What follows belongs to an exercise in optimizing a design on an open flow for small area, a short achievable clock period and few clock cycles per item; a production flow would make more cautious choices.
Where RTL was checked, it was by simulation tests only, not by an equivalence proof against the original.
No functional check of the RTL was part of runs 3 and 4.
Power and IR drop assume default switching activity.

--- flow/flow/run.sh ---
#!/bin/bash
# The standard layout with: port buffers made from buf_2 cells (ORFS's
# default picks a delay buffer, clkdlybuf4s50_1); the buffers that synthesis
# (ABC) inserted removed at floorplan, leaving buffering to the resizer, which
# sees the placement; and ORFS's power recovery after global routing, which
# downsizes gates off the critical paths.
set -euo pipefail
bash standard.sh "BUFFER_PORTS_ARGS=-buffer_cell sky130_fd_sc_hd__buf_2" REMOVE_ABC_BUFFERS=1 RECOVER_POWER=100 finish > standard_run.log 2>&1
--- flow/config.mk ---
export PLATFORM = sky130hd
export DESIGN_NAME = simple_cpu_top
export DESIGN_NICKNAME = simple_cpu_top
export VERILOG_FILES = /design/flow/design.v
export SDC_FILE = /design/flow/constraint.sdc
export NUM_CORES = 4
export LEC_CHECK = 0
export CAP_MARGIN = 20
export CORE_MARGIN = 2
export CORE_UTILIZATION = 40
export GPL_TIMING_DRIVEN = 0
export SETUP_SLACK_MARGIN = 0.6
export SLEW_MARGIN = 20
export SYNTH_HIERARCHICAL = 1
export SYNTH_MINIMUM_KEEP_SIZE = 0
--- flow/standard.sh ---
#!/bin/bash
# synth_recipe.tcl (not shown) runs the flow's synth.tcl, then flattens the netlist and writes it again
# the make line also repeats each setting of config.mk as NAME=value (left out here)
make -C /OpenROAD-flow-scripts/flow DESIGN_CONFIG=/design/flow/config.mk WORK_HOME=/design/flow/orfs CLKGATE_MAP_FILE= SYNTH_SCRIPT=/design/flow/synth_recipe.tcl "${@:-finish}"
--- flow/constraint.sdc ---
create_clock -name core_clock -period 5.0 [get_ports {clk}]
set_input_delay 1.0000 -clock core_clock [delete_from_list [all_inputs] [get_ports {clk}]]
set_output_delay 1.0000 -clock core_clock [all_outputs]
set_load 0.01 [all_outputs]
--- flow/design.v ---
module simple_datapath #(
    parameter BIT_WIDTH = 16
)(
    input wire [BIT_WIDTH-1:0] a,
    input wire [BIT_WIDTH-1:0] b,
    output wire [BIT_WIDTH-1:0] p
);
    wire w1 = ~(a[0] & b[0]);
    wire w2 = ~(a[1] & b[0]);
    wire w3 = ~(a[2] & b[0]);
    wire w4 = ~(a[3] & b[0]);
    wire w5 = ~(a[4] & b[0]);
    wire w6 = ~(a[5] & b[0]);
    wire w7 = ~(a[6] & b[0]);
    wire w8 = ~(a[7] & b[0]);
    wire w9 = ~(a[8] & b[0]);
    wire w10 = ~(a[9] & b[0]);
    wire w11 = ~(a[10] & b[0]);
    wire w12 = ~(a[11] & b[0]);
    wire w13 = ~(a[12] & b[0]);
    wire w14 = ~(a[13] & b[0]);
    wire w15 = ~(a[14] & b[0]);
    wire w16 = ~(a[15] & b[0]);
    wire w17 = ~(a[0] & b[1]);
    wire w18 = ~(a[1] & b[1]);
    wire w19 = ~(a[2] & b[1]);
    wire w20 = ~(a[3] & b[1]);
    wire w21 = ~(a[4] & b[1]);
    wire w22 = ~(a[5] & b[1]);
    wire w23 = ~(a[6] & b[1]);
    wire w24 = ~(a[7] & b[1]);
    wire w25 = ~(a[8] & b[1]);
    wire w26 = ~(a[9] & b[1]);
    wire w27 = ~(a[10] & b[1]);
    wire w28 = ~(a[11] & b[1]);
    wire w29 = ~(a[12] & b[1]);
    wire w30 = ~(a[13] & b[1]);
    wire w31 = ~(a[14] & b[1]);
    wire w32 = ~(a[0] & b[2]);
    wire w33 = ~(a[1] & b[2]);
    wire w34 = ~(a[2] & b[2]);
    wire w35 = ~(a[3] & b[2]);
    wire w36 = ~(a[4] & b[2]);
    wire w37 = ~(a[5] & b[2]);
    wire w38 = ~(a[6] & b[2]);
    wire w39 = ~(a[7] & b[2]);
    wire w40 = ~(a[8] & b[2]);
    wire w41 = ~(a[9] & b[2]);
    wire w42 = ~(a[10] & b[2]);
    wire w43 = ~(a[11] & b[2]);
    wire w44 = ~(a[12] & b[2]);
    wire w45 = ~(a[13] & b[2]);
    wire w46 = ~(a[0] & b[3]);
    wire w47 = ~(a[1] & b[3]);
    wire w48 = ~(a[2] & b[3]);
    wire w49 = ~(a[3] & b[3]);
    wire w50 = ~(a[4] & b[3]);
    wire w51 = ~(a[5] & b[3]);
    wire w52 = ~(a[6] & b[3]);
    wire w53 = ~(a[7] & b[3]);
    wire w54 = ~(a[8] & b[3]);
    wire w55 = ~(a[9] & b[3]);
    wire w56 = ~(a[10] & b[3]);
    wire w57 = ~(a[11] & b[3]);
    wire w58 = ~(a[12] & b[3]);
    wire w59 = ~(a[0] & b[4]);
    wire w60 = ~(a[1] & b[4]);
    wire w61 = ~(a[2] & b[4]);
    wire w62 = ~(a[3] & b[4]);
    wire w63 = ~(a[4] & b[4]);
    wire w64 = ~(a[5] & b[4]);
    wire w65 = ~(a[6] & b[4]);
    wire w66 = ~(a[7] & b[4]);
    wire w67 = ~(a[8] & b[4]);
    wire w68 = ~(a[9] & b[4]);
    wire w69 = ~(a[10] & b[4]);
    wire w70 = ~(a[11] & b[4]);
    wire w71 = ~(a[0] & b[5]);
    wire w72 = ~(a[1] & b[5]);
    wire w73 = ~(a[2] & b[5]);
    wire w74 = ~(a[3] & b[5]);
    wire w75 = ~(a[4] & b[5]);
    wire w76 = ~(a[5] & b[5]);
    wire w77 = ~(a[6] & b[5]);
    wire w78 = ~(a[7] & b[5]);
    wire w79 = ~(a[8] & b[5]);
    wire w80 = ~(a[9] & b[5]);
    wire w81 = ~(a[10] & b[5]);
    wire w82 = ~(a[0] & b[6]);
    wire w83 = ~(a[1] & b[6]);
    wire w84 = ~(a[2] & b[6]);
    wire w85 = ~(a[3] & b[6]);
    wire w86 = ~(a[4] & b[6]);
    wire w87 = ~(a[5] & b[6]);
    wire w88 = ~(a[6] & b[6]);
    wire w89 = ~(a[7] & b[6]);
    wire w90 = ~(a[8] & b[6]);
    wire w91 = ~(a[9] & b[6]);
    wire w92 = ~(a[0] & b[7]);
    wire w93 = ~(a[1] & b[7]);
    wire w94 = ~(a[2] & b[7]);
    wire w95 = ~(a[3] & b[7]);
    wire w96 = ~(a[4] & b[7]);
    wire w97 = ~(a[5] & b[7]);
    wire w98 = ~(a[6] & b[7]);
    wire w99 = ~(a[7] & b[7]);
    wire w100 = ~(a[8] & b[7]);
    wire w101 = ~(a[0] & b[8]);
    wire w102 = ~(a[1] & b[8]);
    wire w103 = ~(a[2] & b[8]);
    wire w104 = ~(a[3] & b[8]);
    wire w105 = ~(a[4] & b[8]);
    wire w106 = ~(a[5] & b[8]);
    wire w107 = ~(a[6] & b[8]);
    wire w108 = ~(a[7] & b[8]);
    wire w109 = ~(a[0] & b[9]);
    wire w110 = ~(a[1] & b[9]);
    wire w111 = ~(a[2] & b[9]);
    wire w112 = ~(a[3] & b[9]);
    wire w113 = ~(a[4] & b[9]);
    wire w114 = ~(a[5] & b[9]);
    wire w115 = ~(a[6] & b[9]);
    wire w116 = ~(a[0] & b[10]);
    wire w117 = ~(a[1] & b[10]);
    wire w118 = ~(a[2] & b[10]);
    wire w119 = ~(a[3] & b[10]);
    wire w120 = ~(a[4] & b[10]);
    wire w121 = ~(a[5] & b[10]);
    wire w122 = ~(a[0] & b[11]);
    wire w123 = ~(a[1] & b[11]);
    wire w124 = ~(a[2] & b[11]);
    wire w125 = ~(a[3] & b[11]);
    wire w126 = ~(a[4] & b[11]);
    wire w127 = ~(a[0] & b[12]);
    wire w128 = ~(a[1] & b[12]);
    wire w129 = ~(a[2] & b[12]);
    wire w130 = ~(a[3] & b[12]);
    wire w131 = ~(a[0] & b[13]);
    wire w132 = ~(a[1] & b[13]);
    wire w133 = ~(a[2] & b[13]);
    wire w134 = ~(a[0] & b[14]);
    wire w135 = ~(a[1] & b[14]);
    wire w136 = ~(a[0] & b[15]);
    wire w137, w138;
    mul_xn u1 (.x(w18), .y(w3), .s(w137));
    mul_or u2 (.x(w18), .y(w3), .c(w138));
    wire w139, w140;
    mul_fa u3 (.x(w19), .y(w33), .z(w4), .s(w139), .c(w140));
    wire w141, w142;
    mul_xn u4 (.x(w46), .y(w138), .s(w141));
    mul_or u5 (.x(w46), .y(w138), .c(w142));
    wire w143, w144;
    mul_fa u6 (.x(w20), .y(w34), .z(w47), .s(w143), .c(w144));
    wire w145, w146;
    mul_fa u7 (.x(w5), .y(w59), .z(w140), .s(w145), .c(w146));
    wire w147, w148;
    mul_xn u8 (.x(w143), .y(w142), .s(w147));
    mul_or u9 (.x(w143), .y(w142), .c(w148));
    wire w149, w150;
    mul_fa u10 (.x(w21), .y(w35), .z(w48), .s(w149), .c(w150));
    wire w151, w152;
    mul_fa u11 (.x(w6), .y(w60), .z(w71), .s(w151), .c(w152));
    wire w153, w154;
    mul_fa u12 (.x(w144), .y(w149), .z(w151), .s(w153), .c(w154));
    wire w155, w156;
    mul_xn u13 (.x(w148), .y(w146), .s(w155));
    mul_or u14 (.x(w148), .y(w146), .c(w156));
    wire w157, w158;
    mul_fa u15 (.x(w22), .y(w36), .z(w49), .s(w157), .c(w158));
    wire w159, w160;
    mul_fa u16 (.x(w61), .y(w7), .z(w72), .s(w159), .c(w160));
    wire w161, w162;
    mul_fa u17 (.x(w82), .y(w150), .z(w152), .s(w161), .c(w162));
    wire w163, w164;
    mul_fa u18 (.x(w157), .y(w159), .z(w154), .s(w163), .c(w164));
    wire w165, w166;
    mul_xn u19 (.x(w161), .y(w156), .s(w165));
    mul_or u20 (.x(w161), .y(w156), .c(w166));
    wire w167, w168;
    mul_fa u21 (.x(w23), .y(w37), .z(w50), .s(w167), .c(w168));
    wire w169, w170;
    mul_fa u22 (.x(w62), .y(w73), .z(w8), .s(w169), .c(w170));
    wire w171, w172;
    mul_fa u23 (.x(w83), .y(w92), .z(w158), .s(w171), .c(w172));
    wire w173, w174;
    mul_fa u24 (.x(w160), .y(w167), .z(w169), .s(w173), .c(w174));
    wire w175, w176;
    mul_fa u25 (.x(w162), .y(w171), .z(w173), .s(w175), .c(w176));
    wire w177, w178;
    mul_xn u26 (.x(w164), .y(w166), .s(w177));
    mul_or u27 (.x(w164), .y(w166), .c(w178));
    wire w179, w180;
    mul_fa u28 (.x(w101), .y(w24), .z(w38), .s(w179), .c(w180));
    wire w181, w182;
    mul_fa u29 (.x(w51), .y(w63), .z(w74), .s(w181), .c(w182));
    wire w183, w184;
    mul_fa u30 (.x(w84), .y(w9), .z(w93), .s(w183), .c(w184));
    wire w185, w186;
    mul_fa u31 (.x(w168), .y(w170), .z(w179), .s(w185), .c(w186));
    wire w187, w188;
    mul_fa u32 (.x(w181), .y(w183), .z(w172), .s(w187), .c(w188));
    wire w189, w190;
    mul_fa u33 (.x(w174), .y(w185), .z(w187), .s(w189), .c(w190));
    wire w191, w192;
    mul_xn u34 (.x(w176), .y(w178), .s(w191));
    mul_or u35 (.x(w176), .y(w178), .c(w192));
    wire w193, w194;
    mul_fa u36 (.x(w10), .y(w102), .z(w109), .s(w193), .c(w194));
    wire w195, w196;
    mul_fa u37 (.x(w25), .y(w39), .z(w52), .s(w195), .c(w196));
    wire w197, w198;
    mul_fa u38 (.x(w64), .y(w75), .z(w85), .s(w197), .c(w198));
    wire w199, w200;
    mul_fa u39 (.x(w94), .y(w180), .z(w182), .s(w199), .c(w200));
    wire w201, w202;
    mul_fa u40 (.x(w184), .y(w193), .z(w195), .s(w201), .c(w202));
    wire w203, w204;
    mul_fa u41 (.x(w197), .y(w186), .z(w199), .s(w203), .c(w204));
    wire w205, w206;
    mul_fa u42 (.x(w201), .y(w188), .z(w203), .s(w205), .c(w206));
    wire w207, w208;
    mul_xn u43 (.x(w190), .y(w192), .s(w207));
    mul_or u44 (.x(w190), .y(w192), .c(w208));
    wire w209, w210;
    mul_fa u45 (.x(w103), .y(w11), .z(w110), .s(w209), .c(w210));
    wire w211, w212;
    mul_fa u46 (.x(w116), .y(w26), .z(w40), .s(w211), .c(w212));
    wire w213, w214;
    mul_fa u47 (.x(w53), .y(w65), .z(w76), .s(w213), .c(w214));
    wire w215, w216;
    mul_fa u48 (.x(w86), .y(w95), .z(w194), .s(w215), .c(w216));
    wire w217, w218;
    mul_fa u49 (.x(w196), .y(w198), .z(w209), .s(w217), .c(w218));
    wire w219, w220;
    mul_fa u50 (.x(w211), .y(w213), .z(w200), .s(w219), .c(w220));
    wire w221, w222;
    mul_fa u51 (.x(w202), .y(w215), .z(w217), .s(w221), .c(w222));
    wire w223, w224;
    mul_fa u52 (.x(w204), .y(w219), .z(w221), .s(w223), .c(w224));
    wire w225, w226;
    mul_xn u53 (.x(w206), .y(w223), .s(w225));
    mul_or u54 (.x(w206), .y(w223), .c(w226));
    wire w227, w228;
    mul_fa u55 (.x(w104), .y(w111), .z(w117), .s(w227), .c(w228));
    wire w229, w230;
    mul_fa u56 (.x(w12), .y(w122), .z(w27), .s(w229), .c(w230));
    wire w231, w232;
    mul_fa u57 (.x(w41), .y(w54), .z(w66), .s(w231), .c(w232));
    wire w233, w234;
    mul_fa u58 (.x(w77), .y(w87), .z(w96), .s(w233), .c(w234));
    wire w235, w236;
    mul_fa u59 (.x(w210), .y(w212), .z(w214), .s(w235), .c(w236));
    wire w237, w238;
    mul_fa u60 (.x(w227), .y(w229), .z(w231), .s(w237), .c(w238));
    wire w239, w240;
    mul_fa u61 (.x(w233), .y(w216), .z(w218), .s(w239), .c(w240));
    wire w241, w242;
    mul_fa u62 (.x(w235), .y(w237), .z(w220), .s(w241), .c(w242));
    wire w243, w244;
    mul_fa u63 (.x(w222), .y(w239), .z(w241), .s(w243), .c(w244));
    wire w245, w246;
    mul_xn u64 (.x(w224), .y(w226), .s(w245));
    mul_or u65 (.x(w224), .y(w226), .c(w246));
    wire w247, w248;
    mul_fa u66 (.x(w105), .y(w112), .z(w118), .s(w247), .c(w248));
    wire w249, w250;
    mul_fa u67 (.x(w123), .y(w127), .z(w13), .s(w249), .c(w250));
    wire w251, w252;
    mul_fa u68 (.x(w28), .y(w42), .z(w55), .s(w251), .c(w252));
    wire w253, w254;
    mul_fa u69 (.x(w67), .y(w78), .z(w88), .s(w253), .c(w254));
    wire w255, w256;
    mul_fa u70 (.x(w97), .y(w228), .z(w230), .s(w255), .c(w256));
    wire w257, w258;
    mul_fa u71 (.x(w232), .y(w234), .z(w247), .s(w257), .c(w258));
    wire w259, w260;
    mul_fa u72 (.x(w249), .y(w251), .z(w253), .s(w259), .c(w260));
    wire w261, w262;
    mul_fa u73 (.x(w236), .y(w238), .z(w255), .s(w261), .c(w262));
    wire w263, w264;
    mul_fa u74 (.x(w257), .y(w259), .z(w240), .s(w263), .c(w264));
    wire w265, w266;
    mul_fa u75 (.x(w261), .y(w242), .z(w263), .s(w265), .c(w266));
    wire w267, w268;
    mul_xn u76 (.x(w244), .y(w265), .s(w267));
    mul_or u77 (.x(w244), .y(w265), .c(w268));
    wire w269, w270;
    mul_fa u78 (.x(w106), .y(w113), .z(w119), .s(w269), .c(w270));
    wire w271, w272;
    mul_fa u79 (.x(w124), .y(w128), .z(w131), .s(w271), .c(w272));
    wire w273, w274;
    mul_fa u80 (.x(w14), .y(w29), .z(w43), .s(w273), .c(w274));
    wire w275, w276;
    mul_fa u81 (.x(w56), .y(w68), .z(w79), .s(w275), .c(w276));
    wire w277, w278;
    mul_fa u82 (.x(w89), .y(w98), .z(w248), .s(w277), .c(w278));
    wire w279, w280;
    mul_fa u83 (.x(w250), .y(w252), .z(w254), .s(w279), .c(w280));
    wire w281, w282;
    mul_fa u84 (.x(w269), .y(w271), .z(w273), .s(w281), .c(w282));
    wire w283, w284;
    mul_fa u85 (.x(w275), .y(w256), .z(w258), .s(w283), .c(w284));
    wire w285, w286;
    mul_fa u86 (.x(w260), .y(w277), .z(w279), .s(w285), .c(w286));
    wire w287, w288;
    mul_fa u87 (.x(w281), .y(w262), .z(w283), .s(w287), .c(w288));
    wire w289, w290;
    mul_fa u88 (.x(w285), .y(w264), .z(w287), .s(w289), .c(w290));
    wire w291, w292;
    mul_xn u89 (.x(w266), .y(w289), .s(w291));
    mul_or u90 (.x(w266), .y(w289), .c(w292));
    wire w293, w294;
    mul_fa u91 (.x(w107), .y(w114), .z(w120), .s(w293), .c(w294));
    wire w295, w296;
    mul_fa u92 (.x(w125), .y(w129), .z(w132), .s(w295), .c(w296));
    wire w297, w298;
    mul_fa u93 (.x(w134), .y(w15), .z(w30), .s(w297), .c(w298));
    wire w299, w300;
    mul_fa u94 (.x(w44), .y(w57), .z(w69), .s(w299), .c(w300));
    wire w301, w302;
    mul_fa u95 (.x(w80), .y(w90), .z(w99), .s(w301), .c(w302));
    wire w303, w304;
    mul_fa u96 (.x(w270), .y(w272), .z(w274), .s(w303), .c(w304));
    wire w305, w306;
    mul_fa u97 (.x(w276), .y(w293), .z(w295), .s(w305), .c(w306));
    wire w307, w308;
    mul_fa u98 (.x(w297), .y(w299), .z(w301), .s(w307), .c(w308));
    wire w309, w310;
    mul_fa u99 (.x(w278), .y(w280), .z(w282), .s(w309), .c(w310));
    wire w311, w312;
    mul_fa u100 (.x(w303), .y(w305), .z(w307), .s(w311), .c(w312));
    wire w313, w314;
    mul_fa u101 (.x(w284), .y(w286), .z(w309), .s(w313), .c(w314));
    wire w315, w316;
    mul_fa u102 (.x(w311), .y(w288), .z(w313), .s(w315), .c(w316));
    wire w317, w318;
    mul_xn u103 (.x(w290), .y(w315), .s(w317));
    mul_or u104 (.x(w290), .y(w315), .c(w318));
    wire w319;
    mul_x2 u105 (.x(w100), .y(w108), .s(w319));
    wire w320;
    mul_x2 u106 (.x(w115), .y(w121), .s(w320));
    wire w321;
    mul_x2 u107 (.x(w126), .y(w130), .s(w321));
    wire w322;
    mul_x2 u108 (.x(w133), .y(w135), .s(w322));
    wire w323;
    mul_x2 u109 (.x(w136), .y(w16), .s(w323));
    wire w324;
    mul_x2 u110 (.x(w31), .y(w45), .s(w324));
    wire w325;
    mul_x2 u111 (.x(w58), .y(w70), .s(w325));
    wire w326;
    mul_x2 u112 (.x(w81), .y(w91), .s(w326));
    wire w327;
    mul_x2 u113 (.x(w319), .y(w320), .s(w327));
    wire w328;
    mul_x2 u114 (.x(w321), .y(w322), .s(w328));
    wire w329;
    mul_x2 u115 (.x(w323), .y(w324), .s(w329));
    wire w330;
    mul_x2 u116 (.x(w325), .y(w326), .s(w330));
    wire w331;
    mul_x2 u117 (.x(w327), .y(w328), .s(w331));
    wire w332;
    mul_x2 u118 (.x(w329), .y(w330), .s(w332));
    wire w333;
    mul_x2 u119 (.x(w294), .y(w296), .s(w333));
    wire w334;
    mul_x2 u120 (.x(w298), .y(w300), .s(w334));
    wire w335;
    mul_x2 u121 (.x(w302), .y(w331), .s(w335));
    wire w336;
    mul_x2 u122 (.x(w332), .y(w333), .s(w336));
    wire w337;
    mul_x2 u123 (.x(w334), .y(w335), .s(w337));
    wire w338;
    mul_x2 u124 (.x(w336), .y(w337), .s(w338));
    wire w339;
    mul_x2 u125 (.x(w304), .y(w338), .s(w339));
    wire w340;
    mul_x2 u126 (.x(w306), .y(w308), .s(w340));
    wire w341;
    mul_x2 u127 (.x(w339), .y(w340), .s(w341));
    wire w342;
    mul_x2 u128 (.x(w341), .y(w310), .s(w342));
    wire w343;
    mul_x2 u129 (.x(w312), .y(w342), .s(w343));
    wire w344;
    mul_x2 u130 (.x(w343), .y(w314), .s(w344));
    wire w345;
    mul_x2 u131 (.x(w344), .y(w316), .s(w345));
    wire w346;
    mul_x2 u132 (.x(w345), .y(w318), .s(w346));
    wire w347 = w17 | w2;
    wire w348, w349;
    mul_fa u133 (.x(w32), .y(w137), .z(w347), .s(w348), .c(w349));
    wire w350, w351;
    mul_fa u134 (.x(w141), .y(w139), .z(w349), .s(w350), .c(w351));
    wire w352, w353;
    mul_fa u135 (.x(w147), .y(w145), .z(w351), .s(w352), .c(w353));
    wire w354, w355;
    mul_fa u136 (.x(w153), .y(w155), .z(w353), .s(w354), .c(w355));
    wire w356, w357;
    mul_ha u137 (.x(w165), .y(w163), .s(w356), .c(w357));
    wire w358;
    mul_ao u138 (.g(w357), .p(w356), .ci(w355), .co(w358));
    wire w359, w360;
    mul_ha u139 (.x(w175), .y(w177), .s(w359), .c(w360));
    wire w361;
    mul_ao u140 (.g(w360), .p(w359), .ci(w357), .co(w361));
    wire w362 = w359 & w356;
    wire w363;
    mul_ao u141 (.g(w361), .p(w362), .ci(w355), .co(w363));
    wire w364, w365;
    mul_ha u142 (.x(w191), .y(w189), .s(w364), .c(w365));
    wire w366;
    mul_ao u143 (.g(w365), .p(w364), .ci(w363), .co(w366));
    wire w367, w368;
    mul_ha u144 (.x(w205), .y(w207), .s(w367), .c(w368));
    wire w369;
    mul_ao u145 (.g(w368), .p(w367), .ci(w366), .co(w369));
    wire w370, w371;
    mul_ha u146 (.x(w225), .y(w208), .s(w370), .c(w371));
    wire w372;
    mul_ao u147 (.g(w371), .p(w370), .ci(w369), .co(w372));
    wire w373, w374;
    mul_ha u148 (.x(w243), .y(w245), .s(w373), .c(w374));
    wire w375;
    mul_ao u149 (.g(w374), .p(w373), .ci(w372), .co(w375));
    wire w376, w377;
    mul_ha u150 (.x(w246), .y(w267), .s(w376), .c(w377));
    wire w378;
    mul_ao u151 (.g(w377), .p(w376), .ci(w375), .co(w378));
    wire w379, w380;
    mul_ha u152 (.x(w291), .y(w268), .s(w379), .c(w380));
    wire w381, w382;
    mul_ha u153 (.x(w317), .y(w292), .s(w381), .c(w382));
    wire w383;
    mul_ao u154 (.g(w382), .p(w381), .ci(w380), .co(w383));
    wire w384 = w381 & w379;
    wire w385;
    mul_ao u155 (.g(w380), .p(w379), .ci(w378), .co(w385));
    wire w386;
    mul_ao u156 (.g(w383), .p(w384), .ci(w378), .co(w386));
    assign p[0] = ~w1;
    assign p[1] = w17 ^ w2;
    assign p[2] = ~w348;
    assign p[3] = ~w350;
    assign p[4] = ~w352;
    assign p[5] = ~w354;
    assign p[6] = ~(w356 ^ w355);
    assign p[7] = ~(w359 ^ w358);
    assign p[8] = ~(w364 ^ w363);
    assign p[9] = ~(w367 ^ w366);
    assign p[10] = ~(w370 ^ w369);
    assign p[11] = ~(w373 ^ w372);
    assign p[12] = ~(w376 ^ w375);
    assign p[13] = ~(w379 ^ w378);
    assign p[14] = ~(w381 ^ w385);
    assign p[15] = (w346 ^ w386);
endmodule
module mul_fa (
    input wire x, y, z,
    output wire s, c
);
    assign s = x ^ y ^ z;
    assign c = (x & y) | (x & z) | (y & z);
endmodule
module mul_ha (
    input wire x, y,
    output wire s, c
);
    assign s = x ^ y;
    assign c = x & y;
endmodule
module mul_xn (
    input wire x, y,
    output wire s
);
    assign s = ~(x ^ y);
endmodule
module mul_or (
    input wire x, y,
    output wire c
);
    assign c = x | y;
endmodule
module mul_x2 (
    input wire x, y,
    output wire s
);
    assign s = x ^ y;
endmodule
module mul_ao (
    input wire g, p, ci,
    output wire co
);
    assign co = g | (p & ci);
endmodule
module simple_control (
    input wire clk,
    input wire rst_n,
    input wire start,
    output reg done
);
    always @(posedge clk or negedge rst_n) begin
        if (!rst_n)
            done <= 1'b0;
        else if (start)
            done <= 1'b1;
    end
endmodule
module simple_cpu_top #(
    parameter BIT_WIDTH = 16,
    parameter PROGRAM_FILE = "program.mem"
)(
    input wire clk,
    input wire rst_n,
    input wire start,
    input wire [BIT_WIDTH-1:0] operand_a,
    input wire [BIT_WIDTH-1:0] operand_b,
    output wire [BIT_WIDTH-1:0] result,
    output wire done
);
    wire [BIT_WIDTH-1:0] product;
    simple_datapath #(.BIT_WIDTH(BIT_WIDTH)) datapath (
        .a(operand_a), .b(operand_b), .p(product)
    );
    simple_control control (
        .clk(clk), .rst_n(rst_n), .start(start), .done(done)
    );
    reg [BIT_WIDTH-1:0] result_r;
    always @(posedge clk)
        if (start) result_r <= product;
    assign result = result_r;
endmodule
==> metrics.md, run 1 <==
| Metric | Value |
|---|---|
| Status | `timing/DRC/antenna clean` |
| CP Max Fanout | `7` |
| Max Slew Vio Count | `0` |
| Initial DRC Count | `121` |
| Synth warnings | `8` |
| Core Util, Final | `52.3%` |
| Mux contribution to synthesized area | `0%` |
| Gr usage total | `19.0%` |
| Initial core utilization | `41.1%` |
| Clock Sinks | `17` |
| Row count | `34` |
| Register area share after synthesis | `14.2%` |
| Most instantiated cells after synthesis | `nand2_1, fa_1, xor2_1, xnor2_1, edfxtp_1` |
| Top cells by area, synth | `fa_1, nand2_1, edfxtp_1, xor2_1, xnor2_1` |
| PortBufs | `51` |
| Crit Path Category | `in2reg` |
| Final net count | `543` |
| Crit-path cells | `buf_12 -> buf_12 -> and2_0 -> ha_1 -> inv_1 -> fa_1 -> fa_1 -> fa_1 -> fa_2 -> a21o_1 -> a21o_1 -> a21o_1 -> a21o_1 -> a21o_1 -> a21o_1 -> a21o_1 -> xor2_1` |
| Routed vias | `2690` |
| Height of the die | `98.4 µm` |
| Initial antenna violation count | `0` |
| Worst-margin pin slew | `929 ps` |
| RSZ-0062 raised after global routing | `yes` |
| Crit end category | `register` |
| Placed wire-length estimate | `6.00 mm` |
| Setup Viol. Count Final | `0` |
| Yosys top cell area share | `46.1%` |
| Hold Path Depth | `1` |
| Die X-Extent | `98.4 µm` |
| Hold Crit Start | `control.done` |
| Simple-Gate Fraction of Synth Area | `17.3%` |
| Clock buffer depth | `2` |
| Root Driver | `clkbuf_8` |
| Total power | `2.59 mW` |
| Vias per cell | `5.14` |
| Largest net degree at the start of global routing | `18` |
| Post-synth top area cell | `fa_1` |
| Synth Register Bits | `17` |
| Cts hold-fix bufs | `0` |
| Number of global-route vias before repair | `3036` |
| Slew HR | `38.1%` |
| Largest family of logic cells by synthesized area | `adder cells` |
| Xor and xnor fraction of the mapped netlist area | `12.5%` |
| RR Endpoint | `control.done` |
| Total routed wirelength | `8.60 mm` |
| Post-route ant nets | `0` |
| Register-to-Register Path Depth | `1` |
| Fin Setup TNS | `0 ps` |
| Syn-to-layout area delta | `27.4%` |
| EDFF count, synth | `16` |
| Final Hold Fails | `0` |
| H-tree levels | `1` |
| Worst Setup Start Kind | `input port` |
| Launch point of the worst reg-to-reg path | `control.done` |
| Routability cong. | `0.853` |
| Pwr dens | `570 nW/µm²` |
| Period utilization | `93.2%` |
| Routed length per instance | `16.5 µm` |
| First-pass GRT wire length | `14.6 mm` |
| Post-Synth Adder-Cell Area | `49.6%` |
| Asr flop ratio synth | `5.88%` |
| Syn_area_per_cell | `10.3 µm²` |
| Top cell by count, worst path | `a21o_1` |
| Post-synthesis compound-gate area fraction | `2.32%` |
| Reg2reg setup slack | `4300 ps` |
| Layout cell share with drive strength beyond 1 | `25.1%` |
| GR Overflow Total | `0` |
| Synthesized area | `3560 µm²` |
| Worst skew pair latency | `240 ps` |
| Worst setup path startpoint | `operand_a[1]` |
| Slowest cell delay on critical path | `440 ps` |
| Reg clk slew, reported paths | `60 ps` |
| Fin Clk Skew | `0 ps` |
| Number of diodes | `0` |
| Worst EP required | `5000 ps` |
| Fin cells | `523` |
| Most common cell in the netlist | `nand2_1` |
| Post-Place Cells | `487` |
| Synthesized instance count | `346` |
| Post-route minimum period | `4660 ps` |
| Drc violations | `0` |
| Num CTS Buffers | `3` |
| Worst Hold Path EP | `control.done` |
| # Max-Cap Violations | `0` |
| Post-synthesis cell type count | `14` |
| Min-delay worst type | `reg2reg` |
| Peak VDD IR | `0.369 mV` |
| Commonest register cell after synthesis | `edfxtp_1` |
| Pre-antenna DRT Iters | `4` |
| Core ar. | `8680 µm²` |
| WHS | `461 ps` |
| Critical-path top delay cell | `fa_1` |
| Leak | `1.73 nW` |
| Fmax | `215 MHz` |
| I/O pin count | `52` |
| Worst EP arrival | `4660 ps` |
| Die footprint | `9680 µm²` |
| CTS tree | `yes` |
==> power by group <==
| part | internal (mW) | leakage [nW] | switching [mW] | total, mW |
|---|---|---|---|---|
| logic | 1.19 | 1.54 | 0.944 | 2.14 |
| registers | 0.334 | 0.165 | 0.0111 | 0.345 |
| clock network | 0.0565 | 0.0228 | 0.0467 | 0.103 |
==> final cells by class <==
type,instances,area (µm²)
fill,799,4140
multi-input combinational,306,3050
timing repair buffer,83,781
sequential,17,505
tap,108,135
clock buffer,4,45.0
inverter,5,18.8
==> worst max-delay path by stage <==
stage,to,slack [ps]
global placement,result_r[15],-300
finish,result_r[15],340
floorplan,result_r[15],230
detailed placement,result_r[15],-350
CTS,result_r[15],360
global route,result_r[15],170
==> worst max-delay path, delay by kind of cell <==
kind,cells,cell delay (ps)
buffers and inverters,3,260
xor gates and xnor gates,1,160
AOI/OAI and AO/OA,7,1310
and+or+nand+nor,1,120
adders and majority gates,5,1830
==> per-module statistics from Yosys (local to each module, per instance), a selection <==
| module | area (µm²) | times used |
|---|---|---|
| simple_control | 31.3 | 1 |
| mul_fa | 20.0 | 82 |
| mul_ha | 12.5 | 9 |
| mul_x2 | 8.76 | 28 |
| mul_xn | 8.76 | 13 |
| mul_ao | 7.51 | 11 |
| mul_or | 6.26 | 13 |
==> placed cells by master, fill, tap and decap left out, types with 13 or more instances in the layout <==
cell,Yosys,routed
edfxtp_1,16,16
or2_1,14,13
xnor2_1,22,19
buf_12,0,14
xor2_1,29,29
nand2_1,133,125
clkbuf_1,0,19
fa_1,82,61
buf_4,4,26
fa_2,0,21
==> cell families after synthesis <==
| group | after synthesis |
|---|---|
| XOR/XNOR | 51 |
| flip-flops | 17 |
| AO/OA/AOI/OAI | 11 |
| adder cells (fa/ha/maj) | 92 |
| AND/OR/NAND/NOR | 152 |
| buffers and inverters | 23 |
==> metrics by stage <==
stage	cell area (µm²)	setup slack [ps]
3_3_place_gp	3830	-302
2_1_floorplan	3440	233
3_5_place_dp	3830	-351
4_1_cts	4410	364
5_1_grt	4540	169
6_report	4540	340
==> state kept, by name, indices dropped and copies added, names as in the netlist <==
signal	count
control.done	1
result_r	16
==> repair_timing <==
item                                   CTS  global route
setup endpoints to repair                4             4
gates resized for setup                 97            14
pin swaps                               45            17
buffers inserted                        22             8
gates cloned                             1             1
endpoints found under the hold margin    0             0
==> routing by layer <==
metal	GRT usage, %	vias to the layer above	part of all wire [%]
li1	-	1196	-
met1	24.4	1370	39
met2	33.9	100	51
met3	2.22	24	6.5
met4	5.69	0	3.1
met5	0	-	0
Testbench counts, summed over its fixed seeds: cycles 384, items 384.
==> inputs of run 2 (changes only) <==
--- a/flow/config.mk
+++ b/flow/config.mk
@@ -9,6 +9,6 @@
 export CORE_MARGIN = 2
 export CORE_UTILIZATION = 40
+export CTS_BUF_LIST = sky130_fd_sc_hd__clkbuf_4
 export GPL_TIMING_DRIVEN = 0
-export SETUP_SLACK_MARGIN = 0.6
 export SLEW_MARGIN = 20
 export SYNTH_HIERARCHICAL = 1
==> run 2 against run 1 <==
Final cell count decreased by 6.1%. Still clean on timing, DRC and antenna. Die area is the same. First-iteration DRC count shrank 7.4%.
==> metrics.md, run 2 <==
| Metric | Value |
|---|---|
| CP Max Fanout | `14 (+7)` |
| Crit-path cells | `buf_4 -> nand2_1 -> fa_1 -> fa_1 -> fa_1 -> fa_1 -> fa_1 -> or2_1 -> ha_1 -> a21o_1 -> a21o_1 -> xor2_1` |
| Worst skew pair latency | `280 ps (+40 ps)` |
| Fin Clk Skew | `0 ps (unchanged)` |
| Syn-to-layout area delta | `8.81%` |
| Most common cell in the netlist | `nand2_1` |
| Yosys top cell area share | `46.1% (unchanged)` |
| Post-synthesis cell type count | `14 (unchanged)` |
| Routability cong. | `0.853 (unchanged)` |
| EDFF count, synth | `16 (unchanged)` |
| Slew HR | `38.4% (+0.39 points)` |
| Worst Setup Start Kind | `input port` |
| Post-synthesis compound-gate area fraction | `2.32% (unchanged)` |
| Die X-Extent | `98.4 µm (unchanged)` |
| Asr flop ratio synth | `5.88% (unchanged)` |
| Top cell by count, worst path | `fa_1` |
| Slowest cell delay on critical path | `590 ps (+150 ps)` |
| Commonest non-fill, non-tap cell in the layout | `nand2_1` |
| Core ar. | `8680 µm² (unchanged)` |
| Finished Cell Area | `3880 µm² (-15%)` |
| Regs by FF count | `result_r: 16 flops, control.done: 1 flops` |
| Total power | `2.09 mW (-19%)` |
| Commonest register cell after synthesis | `edfxtp_1` |
| Number of diodes | `0 (unchanged)` |
| Buffers and inverters on the worst path | `1 (-2)` |
| Routed vias | `2524 (-6.2%)` |
| Gr usage total | `18.0% (-1.0 points)` |
| Syn_area_per_cell | `10.3 µm² (unchanged)` |
| Post-synth top area cell | `fa_1` |
| Pre-antenna DRT Iters | `4 (unchanged)` |
| GR Overflow Total | `0 (unchanged)` |
| Dpl cell area | `3830 µm² (unchanged)` |
| Top cells by area, synth | `fa_1, nand2_1, edfxtp_1, xor2_1, xnor2_1` |
| Min-delay worst type | `in2async` |
| Final Hold Fails | `0 (unchanged)` |
| Peak VDD IR | `0.307 mV (-17%)` |
| Row count | `34 (unchanged)` |
| Largest family of logic cells by synthesized area | `adder cells` |
| Die footprint | `9680 µm² (unchanged)` |
| Crit end category | `register` |
| Num CTS Buffers | `3 (unchanged)` |
| PortBufs | `51 (unchanged)` |
| Worst slack, placed | `-351 ps (unchanged)` |
| Initial core utilization | `41.1% (unchanged)` |
| RSZ-0062 raised after global routing | `no` |
| Status | `timing/DRC/antenna clean` |
| Largest net degree at the start of global routing | `18 (unchanged)` |
| Synth warnings | `8 (unchanged)` |
| Setup repair bufs after CTS | `0 (-100%)` |
| I/O pin count | `52 (unchanged)` |
| Critical-path top delay cell | `fa_1` |
| CP delay by family, top | `adder cells` |
| Clock Sinks | `17 (unchanged)` |
| WHS | `466 ps (+5.22 ps)` |
| Simple-Gate Fraction of Synth Area | `17.3% (unchanged)` |
| Largest Register | `result_r` |
| Placed wire-length estimate | `6.00 mm (unchanged)` |
| Max FFs per register | `16 (unchanged)` |
| Mux contribution to synthesized area | `0% (unchanged)` |
| Post-route ant nets | `0 (unchanged)` |
| Synthesized instance count | `346 (unchanged)` |
| Initial antenna violation count | `0 (unchanged)` |
| Total routed wirelength | `7.58 mm (-12%)` |
| Synthesized area | `3560 µm² (unchanged)` |
| Worst EP arrival | `4870 ps (+210 ps)` |
| Drc violations | `0 (unchanged)` |
| Root Driver | `clkbuf_4` |
| Max Slew Vio Count | `0 (unchanged)` |
| Setup Viol. Count Final | `0 (unchanged)` |
| Layout cell share with drive strength beyond 1 | `9.66% (-15 points)` |
| Crit Path Category | `in2reg` |
| Leak | `1.43 nW (-17%)` |
| CTS tree | `yes` |
| Routed length per instance | `15.4 µm (-6.2%)` |
| Synth Register Bits | `17 (unchanged)` |
| Pwr dens | `540 nW/µm² (-5.2%)` |
| Worst-margin pin slew | `923 ps (-5.90 ps)` |
| Post-Synth Adder-Cell Area | `49.6% (unchanged)` |
| Fmax | `207 MHz (-3.5%)` |
| Most instantiated cells after synthesis | `nand2_1, fa_1, xor2_1, xnor2_1, edfxtp_1` |
| Register area share after synthesis | `14.2% (unchanged)` |
| Period utilization | `96.5% (+3.3 points)` |
| Height of the die | `98.4 µm (unchanged)` |
| Vias per cell | `5.14 (about the same)` |
| Final net count | `511 (-5.9%)` |
| # Max-Cap Violations | `0 (unchanged)` |
| H-tree levels | `1 (unchanged)` |
| Initial DRC Count | `112 (-7.4%)` |
| Worst EP required | `5040 ps (+40 ps)` |
| Fin Setup TNS | `0 ps (unchanged)` |
| First-pass GRT wire length | `13.9 mm (-4.8%)` |
| Post-route minimum period | `4830 ps (+167 ps)` |
| Reg clk slew, reported paths | `100 ps (+40 ps)` |
| Clock buffer depth | `2 (unchanged)` |
| Commonest non-fill, non-tap cells in the layout | `nand2_1, fa_1, xor2_1, xnor2_1, buf_2` |
| Number of global-route vias before repair | `2870 (-5.5%)` |
| Final WS setup | `173 ps (-167 ps)` |
| Xor and xnor fraction of the mapped netlist area | `12.5% (unchanged)` |
run 2: cell counts after synthesis:
Identical to the previous run, type by type.
run 2: layout make-up:
cell class	instances	area, µm²
clock buffer	4	30.0
fill	867	4800
inverter	5	18.8
multi-input combinational	306	2910
sequential	17	505
tap	108	135
timing repair buffer	51	274
run 2: cell families (layout without fill, tap and decap cells):
| logic type | Yosys count | after routing |
|---|---|---|
| AOI/OAI and AO/OA | 11 | 11 |
| xor gates and xnor gates | 51 | 51 |
| adders and majority gates | 92 | 92 |
| buffers and inverters | 23 | 60 |
| DFF | 17 | 17 |
| and+or+nand+nor | 152 | 152 |
run 2: timing repair:
action / 4_1_cts / 5_1_grt
setup endpoints to repair: 1 / 2
pin swaps: 0 / 0
endpoints found under the hold margin: 0 / 0
gates resized for setup: 1 / 19
hold buffers: 0 / 0
run 2: metrics by stage:
stage,std cells,util [%]
3_5_place_dp,487,44.1
2_1_floorplan,328,-
5_1_grt,491,44.7
6_report,491,44.7
4_1_cts,491,44.5
3_3_place_gp,487,44.1
run 2: final timing paths:
check | depth (start not counted) | to | slack (ps) | startpoint
max in group asynchronous | 1 | control.done | 4450 | rst_n
setup reg to reg | 1 | control.done | 4290 | control.done
setup / recovery | 12 | result_r[15] | 170 | operand_a[2]
min in group core_clock | 1 | control.done | 470 | control.done
hold reg to reg | 1 | control.done | 470 | control.done
hold / removal | 1 | control.done | 470 | rst_n
run 2: report_power, final:
| group | switching, mW | internal (mW) |
|---|---|---|
| combinational | 0.816 | 0.853 |
| sequential | 0.0111 | 0.334 |
| clock | 0.0439 | 0.0364 |
| total | 0.871 | 1.22 |
run 2: routing by layer:
metal  global-route usage (%)  wire length (µm)  vias up
met2                     31.6              3840      118
li1                         -                 -     1130
met3                     2.72               730        6
met5                        0                 0        -
met1                     23.5              2930     1270
met4                     4.32                76        0
run 2: per-module statistics from Yosys (local to each module, per instance), excerpt:
| module | cells inside | copies in the design | flops+latches |
|---|---|---|---|
| mul_ao | 1 | 11 | 0 |
| mul_fa | 1 | 82 | 0 |
| mul_ha | 1 | 9 | 0 |
| mul_or | 1 | 13 | 0 |
| mul_x2 | 1 | 28 | 0 |
| mul_xn | 1 | 13 | 0 |
| simple_control | 2 | 1 | 1 |
| simple_cpu_top | 16 | 1 | 16 |
==> inputs of run 3 (changes only) <==
--- a/flow/design.v
+++ b/flow/design.v
@@ -435,13 +435,13 @@
     wire w379, w380;
     mul_ha u152 (.x(w291), .y(w268), .s(w379), .c(w380));
-    wire w381, w382;
-    mul_ha u153 (.x(w317), .y(w292), .s(w381), .c(w382));
-    wire w383;
-    mul_ao u154 (.g(w382), .p(w381), .ci(w380), .co(w383));
-    wire w384 = w381 & w379;
-    wire w385;
-    mul_ao u155 (.g(w380), .p(w379), .ci(w378), .co(w385));
+    wire w381;
+    mul_ao u153 (.g(w380), .p(w379), .ci(w378), .co(w381));
+    wire w382, w383;
+    mul_ha u154 (.x(w317), .y(w292), .s(w382), .c(w383));
+    wire w384;
+    mul_ao u155 (.g(w383), .p(w382), .ci(w380), .co(w384));
+    wire w385 = w382 & w379;
     wire w386;
-    mul_ao u156 (.g(w383), .p(w384), .ci(w378), .co(w386));
+    mul_ao u156 (.g(w384), .p(w385), .ci(w378), .co(w386));
     assign p[0] = ~w1;
     assign p[1] = w17 ^ w2;
@@ -458,5 +458,5 @@
     assign p[12] = ~(w376 ^ w375);
     assign p[13] = ~(w379 ^ w378);
-    assign p[14] = ~(w381 ^ w385);
+    assign p[14] = ~(w382 ^ w381);
     assign p[15] = (w346 ^ w386);
 endmodule
--- a/flow/config.mk
+++ b/flow/config.mk
@@ -9,5 +9,4 @@
 export CORE_MARGIN = 2
 export CORE_UTILIZATION = 40
-export CTS_BUF_LIST = sky130_fd_sc_hd__clkbuf_4
 export GPL_TIMING_DRIVEN = 0
 export SLEW_MARGIN = 20
==> run 3 against run 2 <==
Clock power is about 30% higher. Sequential power barely moved. Non-clock buffer count did not move. Critical path type unchanged. Largest cell class unchanged.
==> metrics.md, run 3 <==
| Metric | Value |
|---|---|
| Setup repair bufs after CTS | `0 (unchanged)` |
| Register-to-Register Path Depth | `1 (unchanged)` |
| Most instantiated cells after synthesis | `nand2_1, fa_1, xor2_1, xnor2_1, edfxtp_1` |
| Met2 WL | `3.92 mm (+2.1%)` |
| H-tree levels | `1 (unchanged)` |
| Number of global-route vias before repair | `2801 (-2.4%)` |
| Commonest non-fill, non-tap cells in the layout | `nand2_1, fa_1, buf_2, xor2_1, xnor2_1` |
| # Max-Cap Violations | `0 (unchanged)` |
| Area of the multi-input gates | `2920 µm² (+0.26%)` |
| Buffers and inverters on the worst path | `1 (unchanged)` |
| Combinational share of power | `79.0% (-0.7 points)` |
| Syn-to-layout area delta | `10.4%` |
| Initial DRC Count | `151 (+35%)` |
| Register area share after synthesis | `14.2% (unchanged)` |
| Post-Synth Adder-Cell Area | `49.6% (unchanged)` |
| Flop pwr share | `16.1% (-0.4 points)` |
| Clock Sinks | `17 (unchanged)` |
| Num CTS Buffers | `3 (unchanged)` |
| Hold Path Depth | `1` |
| Regs by FF count | `result_r: 16 flops, control.done: 1 flops` |
| Commonest non-fill, non-tap cell in the layout | `nand2_1` |
| Critical-path top delay cell | `fa_1` |
| Fill cells | `856 (-1.3%)` |
| Peak VDD IR | `0.444 mV (+44%)` |
| Largest Register | `result_r` |
| Worst EP arrival | `4850 ps (-20 ps)` |
| CTS tree | `yes` |
| Fin Setup TNS | `0 ps (unchanged)` |
| M1 wire length | `2.90 mm (-1.0%)` |
| Post-route minimum period | `4850 ps (+27.7 ps)` |
| Clock buffer depth | `2 (unchanged)` |
| Worst EP required | `5000 ps (-40 ps)` |
| Total routed wirelength | `7.58 mm (about the same)` |
| Synth warnings | `8 (unchanged)` |
| WL met3 | `542 µm (-26%)` |
| Post-route ant nets | `0 (unchanged)` |
| NetSw | `0.873 mW (+0.30%)` |
| Leak | `1.49 nW (+4.5%)` |
| Vias per cell | `5.15 (+0.16%)` |
| Top cell by count, worst path | `fa_1` |
| Yosys top cell area share | `46.1% (unchanged)` |
| Commonest register cell after synthesis | `edfxtp_1` |
| Asr flop ratio synth | `5.88% (unchanged)` |
| Crit Path Category | `in2reg` |
| PortBufs | `51 (unchanged)` |
| Crit end category | `register` |
| Routability cong. | `0.874 (+2.5%)` |
| Reg clk slew, reported paths | `60 ps (-40 ps)` |
| Crit. path cell count | `12 (unchanged)` |
| Largest net degree at the start of global routing | `18 (unchanged)` |
| Total power | `2.14 mW (+2.2%)` |
| Dpl cell area | `3830 µm² (unchanged)` |
| Core ar. | `8680 µm² (unchanged)` |
| Die footprint | `9680 µm² (unchanged)` |
| Finished Cell Area | `3940 µm² (+1.5%)` |
| Initial antenna violation count | `0 (unchanged)` |
| Min-delay worst type | `reg2reg` |
| Fin Clk Skew | `0 ps (unchanged)` |
| Routed vias | `2528 (+0.16%)` |
| Initial core utilization | `41.1% (unchanged)` |
| Row count | `34 (unchanged)` |
| Int Pwr | `1.27 mW (+3.5%)` |
| Post-synthesis cell type count | `14 (unchanged)` |
| Most common cell in the netlist | `nand2_1` |
| Status | `timing/DRC/antenna clean` |
| I/O pin count | `52 (unchanged)` |
| Routed length per instance | `15.4 µm (about the same)` |
| Reg2reg setup slack | `4300 ps (about the same)` |
| Worst skew pair latency | `250 ps (-30 ps)` |
| Final net count | `511 (unchanged)` |
| Layout cell share with drive strength beyond 1 | `14.4% (+4.7 points)` |
| Mux contribution to synthesized area | `0% (unchanged)` |
| Pwr dens | `544 nW/µm² (+0.70%)` |
| Slowest cell delay on critical path | `590 ps (about the same)` |
| CP Max Fanout | `6 (-8)` |
| Clock power share | `4.9% (+1.1 points)` |
| GR Overflow Total | `0 (unchanged)` |
| Synthesized area | `3560 µm² (unchanged)` |
| Root Driver | `clkbuf_8` |
| Die X-Extent | `98.4 µm (unchanged)` |
| Largest family of logic cells by synthesized area | `adder cells` |
| Pre-antenna DRT Iters | `4 (unchanged)` |
| Simple-Gate Fraction of Synth Area | `17.3% (unchanged)` |
| Top cells by area, synth | `fa_1, nand2_1, edfxtp_1, xor2_1, xnor2_1` |
| Post-synthesis compound-gate area fraction | `2.32% (unchanged)` |
| Drc violations | `0 (unchanged)` |
| RSZ-0062 raised after global routing | `no` |
| Sw Ratio | `40.8% (-0.77 points)` |
| Syn_area_per_cell | `10.3 µm² (unchanged)` |
| Crit-path cells | `buf_2 -> nand2_1 -> fa_1 -> fa_1 -> fa_1 -> fa_1 -> fa_1 -> or2_1 -> ha_1 -> and2_1 -> a21o_1 -> xor2_1` |
| Synthesized instance count | `346 (unchanged)` |
| Xor and xnor fraction of the mapped netlist area | `12.5% (unchanged)` |
| FF+latch area | `505 µm² (unchanged)` |
| Height of the die | `98.4 µm (unchanged)` |
| Worst Setup Start Kind | `input port` |
| Number of diodes | `0 (unchanged)` |
| Gr usage total | `17.7% (-0.32 points)` |
| Slew HR | `73.7% (+35 points)` |
| Top layer in use | `met4` |
| Final Hold Fails | `0 (unchanged)` |
| CP delay by family, top | `adder cells` |
| Fmax | `206 MHz (-0.57%)` |
| First-pass GRT wire length | `13.6 mm (-2.7%)` |
| Period utilization | `97.1% (+0.55 points)` |
| Placed wire-length estimate | `6.06 mm (+1.0%)` |
| Worst-margin pin slew | `395 ps (-529 ps)` |
| EDFF count, synth | `16 (unchanged)` |
| Max Slew Vio Count | `0 (unchanged)` |
| Max FFs per register | `16 (unchanged)` |
| Synth Register Bits | `17 (unchanged)` |
| WHS | `455 ps (-10.7 ps)` |
| Setup Viol. Count Final | `0 (unchanged)` |
| Post-synth top area cell | `fa_1` |
run 3: cell counts after synthesis:
Identical to the previous run, type by type.
run 3: kinds of logic after synthesis:
| group | count (synthesis) |
|---|---|
| buf+inv | 23 |
| simple gates | 152 |
| flops | 17 |
| xor+xnor | 51 |
| compound gates | 11 |
| fa+ha+maj | 92 |
run 3: layout make-up:
class	instances	share of cell area [%]
multi-input combinational	306	74.2
inverter	5	0.477
timing repair buffer	51	7.85
clock buffer	4	1.14
tap	108	3.43
sequential	17	12.8
run 3: what timing repair did:
action / in CTS / in global routing
setup endpoints to repair: 1 / 2
pin swaps: 0 / 0
hold buffers: 0 / 0
resized for setup: 1 / 28
run 3: power by group through the flow:
stage / Sequential [mW] / Clock, mW / Combinational [mW]
after global routing: 0.350 / 0.116 / 1.94
after CTS: 0.345 / 0.111 / 1.72
after detailed placement: 0.348 / 0 / 1.71
after global placement: 0.346 / 0 / 1.67
final: 0.344 / 0.104 / 1.69
after floorplan: 0.381 / 0 / 1.34
run 3: path summary, 6_finish.rpt:
path                                endpoint          start
min in group asynchronous       control.done          rst_n
worst min register to register  control.done   control.done
max in group asynchronous       control.done          rst_n
worst min-delay path            control.done   control.done
worst max register to register  control.done   control.done
worst max-delay path            result_r[15]  operand_a[10]
run 3: stage by stage:
step / util [%] / setup WS [ps] / std cells
finish: 45.3 / 145 / 491
global placement: 44.1 / -246 / 487
global route: 45.3 / 1.39 / 491
detailed placement: 44.1 / -304 / 487
floorplan: - / 233 / 328
CTS: 44.7 / 3.62 / 491
run 3: metal layers:
| metal | vias up | track usage [%] |
|---|---|---|
| met4 | 0 | 6.64 |
| met1 | 1280 | 22.8 |
| met2 | 104 | 30.9 |
| li1 | 1127 | - |
| met3 | 17 | 1.57 |
| met5 | - | 0 |
run 3: per-module statistics from Yosys, one instance, submodules excluded, a selection:
module	flops+latches	area [µm²]	cells inside
mul_xn	0	8.76	1
mul_x2	0	8.76	1
simple_cpu_top	16	480	16
mul_or	0	6.26	1
mul_ao	0	7.51	1
mul_fa	0	20.0	1
mul_ha	0	12.5	1
simple_control	1	31.3	2
==> inputs of run 4 (changes only) <==
--- a/flow/design.v
+++ b/flow/design.v
@@ -2,4 +2,6 @@
     parameter BIT_WIDTH = 16
 )(
+    input wire clk,
+    input wire en,
     input wire [BIT_WIDTH-1:0] a,
     input wire [BIT_WIDTH-1:0] b,
@@ -421,43 +423,49 @@
     wire w369;
     mul_ao u145 (.g(w368), .p(w367), .ci(w366), .co(w369));
+    reg [21:0] q;
+    always @(posedge clk)
+        if (en) q <= {w346, w292, w317, w268, w291, w267, w246, w245, w243, w208, w225, w369, ~(w367 ^ w366), ~(w364 ^ w363), ~(w359 ^ w358), ~(w356 ^ w355), ~w354, ~w352, ~w350, ~w348, w17 ^ w2, ~w1};
+    assign p[0] = q[0];
+    assign p[1] = q[1];
+    assign p[2] = q[2];
+    assign p[3] = q[3];
+    assign p[4] = q[4];
+    assign p[5] = q[5];
+    assign p[6] = q[6];
+    assign p[7] = q[7];
+    assign p[8] = q[8];
+    assign p[9] = q[9];
     wire w370, w371;
-    mul_ha u146 (.x(w225), .y(w208), .s(w370), .c(w371));
+    mul_ha u146 (.x(q[11]), .y(q[12]), .s(w370), .c(w371));
     wire w372;
-    mul_ao u147 (.g(w371), .p(w370), .ci(w369), .co(w372));
+    mul_ao u147 (.g(w371), .p(w370), .ci(q[10]), .co(w372));
     wire w373, w374;
-    mul_ha u148 (.x(w243), .y(w245), .s(w373), .c(w374));
+    mul_ha u148 (.x(q[13]), .y(q[14]), .s(w373), .c(w374));
     wire w375;
     mul_ao u149 (.g(w374), .p(w373), .ci(w372), .co(w375));
     wire w376, w377;
-    mul_ha u150 (.x(w246), .y(w267), .s(w376), .c(w377));
+    mul_ha u150 (.x(q[15]), .y(q[16]), .s(w376), .c(w377));
     wire w378;
-    mul_ao u151 (.g(w377), .p(w376), .ci(w375), .co(w378));
-    wire w379, w380;
-    mul_ha u152 (.x(w291), .y(w268), .s(w379), .c(w380));
-    wire w381;
-    mul_ao u153 (.g(w380), .p(w379), .ci(w378), .co(w381));
-    wire w382, w383;
-    mul_ha u154 (.x(w317), .y(w292), .s(w382), .c(w383));
-    wire w384;
-    mul_ao u155 (.g(w383), .p(w382), .ci(w380), .co(w384));
-    wire w385 = w382 & w379;
-    wire w386;
-    mul_ao u156 (.g(w384), .p(w385), .ci(w378), .co(w386));
-    assign p[0] = ~w1;
-    assign p[1] = w17 ^ w2;
-    assign p[2] = ~w348;
-    assign p[3] = ~w350;
-    assign p[4] = ~w352;
-    assign p[5] = ~w354;
-    assign p[6] = ~(w356 ^ w355);
-    assign p[7] = ~(w359 ^ w358);
-    assign p[8] = ~(w364 ^ w363);
-    assign p[9] = ~(w367 ^ w366);
-    assign p[10] = ~(w370 ^ w369);
+    mul_ao u151 (.g(w377), .p(w376), .ci(w374), .co(w378));
+    wire w379 = w376 & w373;
+    wire w380;
+    mul_ao u152 (.g(w378), .p(w379), .ci(w372), .co(w380));
+    wire w381, w382;
+    mul_ha u153 (.x(q[17]), .y(q[18]), .s(w381), .c(w382));
+    wire w383, w384;
+    mul_ha u154 (.x(q[19]), .y(q[20]), .s(w383), .c(w384));
+    wire w385;
+    mul_ao u155 (.g(w384), .p(w383), .ci(w382), .co(w385));
+    wire w386 = w383 & w381;
+    wire w387;
+    mul_ao u156 (.g(w382), .p(w381), .ci(w380), .co(w387));
+    wire w388;
+    mul_ao u157 (.g(w385), .p(w386), .ci(w380), .co(w388));
+    assign p[10] = ~(w370 ^ q[10]);
     assign p[11] = ~(w373 ^ w372);
     assign p[12] = ~(w376 ^ w375);
-    assign p[13] = ~(w379 ^ w378);
-    assign p[14] = ~(w382 ^ w381);
-    assign p[15] = (w346 ^ w386);
+    assign p[13] = ~(w381 ^ w380);
+    assign p[14] = ~(w383 ^ w387);
+    assign p[15] = (q[21] ^ w388);
 endmodule
 module mul_fa (
@@ -524,14 +532,9 @@
     output wire done
 );
-    wire [BIT_WIDTH-1:0] product;
     simple_datapath #(.BIT_WIDTH(BIT_WIDTH)) datapath (
-        .a(operand_a), .b(operand_b), .p(product)
+        .clk(clk), .en(start), .a(operand_a), .b(operand_b), .p(result)
     );
     simple_control control (
         .clk(clk), .rst_n(rst_n), .start(start), .done(done)
     );
-    reg [BIT_WIDTH-1:0] result_r;
-    always @(posedge clk)
-        if (start) result_r <= product;
-    assign result = result_r;
 endmodule
==> flow/flow/run.sh (replaced) <==
#!/bin/bash
# The standard layout with: port buffers made from buf_2 cells (ORFS's
# default picks a delay buffer, clkdlybuf4s50_1), then reduced to buf_1 for
# the output ports and the lightly loaded input ports (flow/outbuf.tcl); the
# buffers that synthesis (ABC) inserted removed at
# floorplan, leaving buffering to the resizer, which sees the placement; and
# ORFS's power recovery after global routing, which downsizes gates off the
# critical paths.
set -euo pipefail
bash standard.sh "BUFFER_PORTS_ARGS=-buffer_cell sky130_fd_sc_hd__buf_2" "POST_GLOBAL_PLACE_TCL=$(pwd)/flow/outbuf.tcl" REMOVE_ABC_BUFFERS=1 RECOVER_POWER=100 finish > standard_run.log 2>&1
==> flow/flow/outbuf.tcl (new file) <==
# After global placement: the output-port buffers drive only the port's fixed
# load, so use the smallest buffer for them (the resizer upsizes any that
# need it).
foreach inst [get_cells output*] {
  replace_cell $inst sky130_fd_sc_hd__buf_1
}
--- a/flow/config.mk
+++ b/flow/config.mk
@@ -10,4 +10,5 @@
 export CORE_UTILIZATION = 40
 export GPL_TIMING_DRIVEN = 0
+export SETUP_SLACK_MARGIN = 0.5
 export SLEW_MARGIN = 20
 export SYNTH_HIERARCHICAL = 1
==> run 4 against run 3 <==
Still clean. Sequential cell count rose by 6. Clock skew unchanged. Hold slack better by 11 ps. Clock power is 15% higher. Non-clock buffer count did not move. Final cell count increased by 5.9%. Setup slack gained 520 ps. Global-route usage decreased by 0.94 points. Synthesized cell count grew 5.2%. Register-to-register slack is essentially flat. Power down 19%. Largest cell class unchanged. Highest routed layer unchanged.
==> metrics.md, run 4 <==
| Metric | Value |
|---|---|
| Status | `timing/DRC/antenna clean` |
| Yosys top cell area share | `42.8% (-3.3 points)` |
| Cts hold-fix bufs | `0 (unchanged)` |
| Register area share after synthesis | `17.9% (+3.7 points)` |
| Leak | `1.51 nW (+1.0%)` |
| Fin Setup TNS | `0 ps (unchanged)` |
| Period utilization | `86.7% (-10 points)` |
| First-pass GRT wire length | `13.5 mm (-0.35%)` |
| Fill cells | `894 (+4.4%)` |
| Number of global-route vias before repair | `2814 (+0.46%)` |
| Pwr dens | `424 nW/µm² (-22%)` |
| Post-synthesis cell type count | `15 (+1)` |
| Critical-path top delay cell | `fa_1` |
| Initial DRC Count | `91 (-40%)` |
| Synth warnings | `8 (unchanged)` |
| Worst-margin pin slew | `1230 ps (+836 ps)` |
| Layout cell share with drive strength beyond 1 | `9.97% (-4.4 points)` |
| Fin Clk Skew | `0 ps (unchanged)` |
| Post-synth top area cell | `fa_1` |
| RSZ-0062 raised after global routing | `no` |
| PortBufs | `51 (unchanged)` |
| Area of the multi-input gates | `2930 µm² (+0.30%)` |
| Slew HR | `18.0% (-56 points)` |
| CP Max Fanout | `15 (+9)` |
| Asr flop ratio synth | `4.35% (-1.5 points)` |
| Pre-antenna DRT Iters | `4 (unchanged)` |
| Post-route ant nets | `0 (unchanged)` |
| Commonest register cell after synthesis | `edfxtp_1` |
| Crit end category | `register` |
| EDFF count, synth | `22 (+6)` |
| H-tree levels | `1 (unchanged)` |
| Crit-path cells | `buf_2 -> nand2_1 -> fa_1 -> fa_1 -> fa_1 -> fa_1 -> fa_1 -> or2_1 -> xor2_1` |
| Largest net degree at the start of global routing | `24 (+6)` |
| Vias per cell | `4.91 (-4.6%)` |
| Launch point of the worst reg-to-reg path | `control.done` |
| Setup repair bufs after CTS | `0 (unchanged)` |
| Height of the die | `102 µm (+3.6%)` |
| Hold Crit Start | `control.done` |
| Routed vias | `2553 (+0.99%)` |
| Commonest non-fill, non-tap cells in the layout | `nand2_1, fa_1, buf_2, xor2_1` |
| I/O pin count | `52 (unchanged)` |
| Synthesized instance count | `364 (+5.2%)` |
| Most instantiated cells after synthesis | `nand2_1, fa_1, xor2_1, edfxtp_1, xnor2_1` |
| Worst EP required | `5020 ps (+20 ps)` |
| Fmax | `231 MHz (+12%)` |
| Peak VDD IR | `0.175 mV (-61%)` |
| Commonest non-fill, non-tap cell in the layout | `nand2_1` |
| Syn-to-layout area delta | `6.26%` |
| GR Overflow Total | `0 (unchanged)` |
| CTS tree | `yes` |
| Placed wire-length estimate | `6.07 mm (+0.25%)` |
| Regs by FF count | `datapath.q: 22 flops, control.done: 1 flops` |
| Number of diodes | `0 (unchanged)` |
| Worst skew pair latency | `270 ps (+20 ps)` |
| Drc violations | `0 (unchanged)` |
| Buffers and inverters on the worst path | `1 (unchanged)` |
| Clock buffer depth | `2 (unchanged)` |
| Syn_area_per_cell | `10.5 µm² (+2.3%)` |
| Reg clk slew, reported paths | `90 ps (+30 ps)` |
| Max Slew Vio Count | `0 (unchanged)` |
| Top cells by area, synth | `fa_1, edfxtp_1, nand2_1, xor2_1, xnor2_1` |
| Final net count | `519 (+1.6%)` |
| Worst setup path startpoint | `operand_a[1]` |
| Synthesized area | `3830 µm² (+7.6%)` |
| Die footprint | `10400 µm² (+7.3%)` |
| Die X-Extent | `102 µm (+3.6%)` |
| Initial core utilization | `41.3% (+0.25 points)` |
| Register-to-Register Path Depth | `1 (unchanged)` |
| Crit. path cell count | `9 (-3)` |
| Gr usage total | `16.7% (-0.94 points)` |
| Finished Cell Area | `4080 µm² (+3.6%)` |
| Initial antenna violation count | `0 (unchanged)` |
| Final Hold Fails | `0 (unchanged)` |
| Num CTS Buffers | `3 (unchanged)` |
| Top cell by count, worst path | `fa_1` |
| Largest Register | `datapath.q` |
| Clock Sinks | `23 (+6)` |
| Worst Setup Start Kind | `input port` |
| Cts repair resizes | `0 (-1)` |
| FF+latch area | `686 µm² (+36%)` |
| Slowest cell delay on critical path | `560 ps (-30 ps)` |
| CP delay by family, top | `adder cells` |
| Max FFs per register | `22 (+6)` |
| # Max-Cap Violations | `0 (unchanged)` |
| Worst EP arrival | `4360 ps (-490 ps)` |
| Min-delay worst type | `reg2reg` |
| Crit Path Category | `in2reg` |
| Row count | `35 (+2.9%)` |
| Synth Register Bits | `23 (+6)` |
| Dpl cell area | `4030 µm² (+5.3%)` |
| Core ar. | `9280 µm² (+7.0%)` |
| Post-route minimum period | `4340 ps (-518 ps)` |
| Setup Viol. Count Final | `0 (unchanged)` |
| Root Driver | `clkbuf_8` |
| Most common cell in the netlist | `nand2_1` |
| Hold Path Depth | `1 (unchanged)` |
| Routed length per instance | `14.9 µm (-3.7%)` |
| Total routed wirelength | `7.73 mm (+2.0%)` |
run 4: cell count changes in the layout (fill, tap and decap cells not counted), moves of 2 or more:
cell | before | now
edfxtp_1 | 16 | 22
and2_2 | 0 | 2
and2_1 | 5 | 3
buf_6 | 5 | 0
buf_1 | 0 | 17
clkbuf_4 | 4 | 0
buf_2 | 37 | 33
buf_4 | 5 | 0
run 4: per-module statistics from Yosys, one instance, submodules excluded, a selection:
| module | flops+latches | area [µm²] |
|---|---|---|
| mul_or | 0 | 6.26 |
| mul_fa | 0 | 20.0 |
| mul_ha | 0 | 12.5 |
| mul_x2 | 0 | 8.76 |
| simple_control | 1 | 31.3 |
| mul_ao | 0 | 7.51 |
| mul_xn | 0 | 8.76 |
run 4: kinds of logic (layout without fill, tap and decap cells):
kind of cell	after synthesis	count (layout)	synth area share (%)
AND/OR/NAND/NOR	153	153	16.3
AO/OA/AOI/OAI	12	12	2.35
flip-flops	23	23	17.9
adder cells (fa/ha/maj)	92	92	46.1
XOR/XNOR	51	51	11.6
buffers and inverters	33	60	5.71
run 4: power breakdown:
group | internal (mW) | switching (mW)
clock network | 0.0558 | 0.0641
logic | 0.595 | 0.630
registers | 0.362 | 0.0206
total | 1.01 | 0.715
run 4: final cells by class:
cell class,instances,area share [%]
clock buffers,3,1.01
well taps,129,3.96
flip-flops and latches,23,16.8
multi-input cells,308,71.9
clock inverters,1,0.123
inverters,5,0.461
repair buffers,51,5.71
run 4: layer usage:
metal  vias to the layer above  track usage (%)  share of wire [%]
met5                         -                0                  0
met4                         0             3.90                1.3
met1                      1293             22.0                 43
met3                        10             1.92                6.8
li1                       1159                -                  -
met2                        91             29.8                 49
run 4: worst paths after layout:
kind / to / slack, ps
worst min register to register: control.done / 470
max in group asynchronous: control.done / 4440
worst max-delay path: datapath.q[21] / 660
worst max register to register: control.done / 4290
min in group asynchronous: control.done / 480
worst min-delay path: control.done / 470
run 4: stage by stage:
step                      worst slack (ps)  hold WS (ps)  utilization, %  std cells  total power, mW
after floorplan                        878           504               -        336             1.35
after global placement                 363           442            43.6        516             1.64
after detailed placement               346           451            43.4        516             1.65
after CTS                              647           471            43.9        520             1.77
after global routing                   556           467            43.9        520             1.94
final                                  663           466            43.9        520             1.73

-- port drivers added, routing unchanged --
No port has a modelled driver above. Below, the same layouts with a new extraction and two added sets of constraints.
Step 1 sets driving cells, clkbuf_16 on the clock port and buf_2 on the other inputs (assumed; they add their load-dependent delay and slew).
Step 2, shift: input delay + t, output delay - t, t = (earliest + latest rising clock arrival at the registers) / 2. This alone moves slack from input paths to output paths.
a / b / c = ideal ports / drivers / drivers and shift; a / b = the first two.
| run | t (ns) | setup slack, ns | worst register clock-pin slew, ns | worst slew at a driven data input, ns | pins driven straight from the clock port |
|---|---|---|---|---|---|
| run 1 | 0.272 | 0.340 / 0.251 / -0.021 | 0.07 / 0.07 | 0.12 | 1 |
| run 2 | 0.306 | 0.173 / 0.171 / -0.136 | 0.10 / 0.10 | 0.04 | 1 |
| run 3 | 0.283 | 0.145 / 0.150 / -0.133 | 0.07 / 0.07 | 0.04 | 1 |
| run 4 | 0.298 | 0.663 / 0.653 / 0.355 | 0.09 / 0.09 | 0.04 | 1 |
Met with ideal ports but missed after step 2: setup timing in run 1, run 2 and run 3. The setup slack of run 1, which loses most, moves by -0.089 ns with the drivers and by -0.361 ns with both steps.
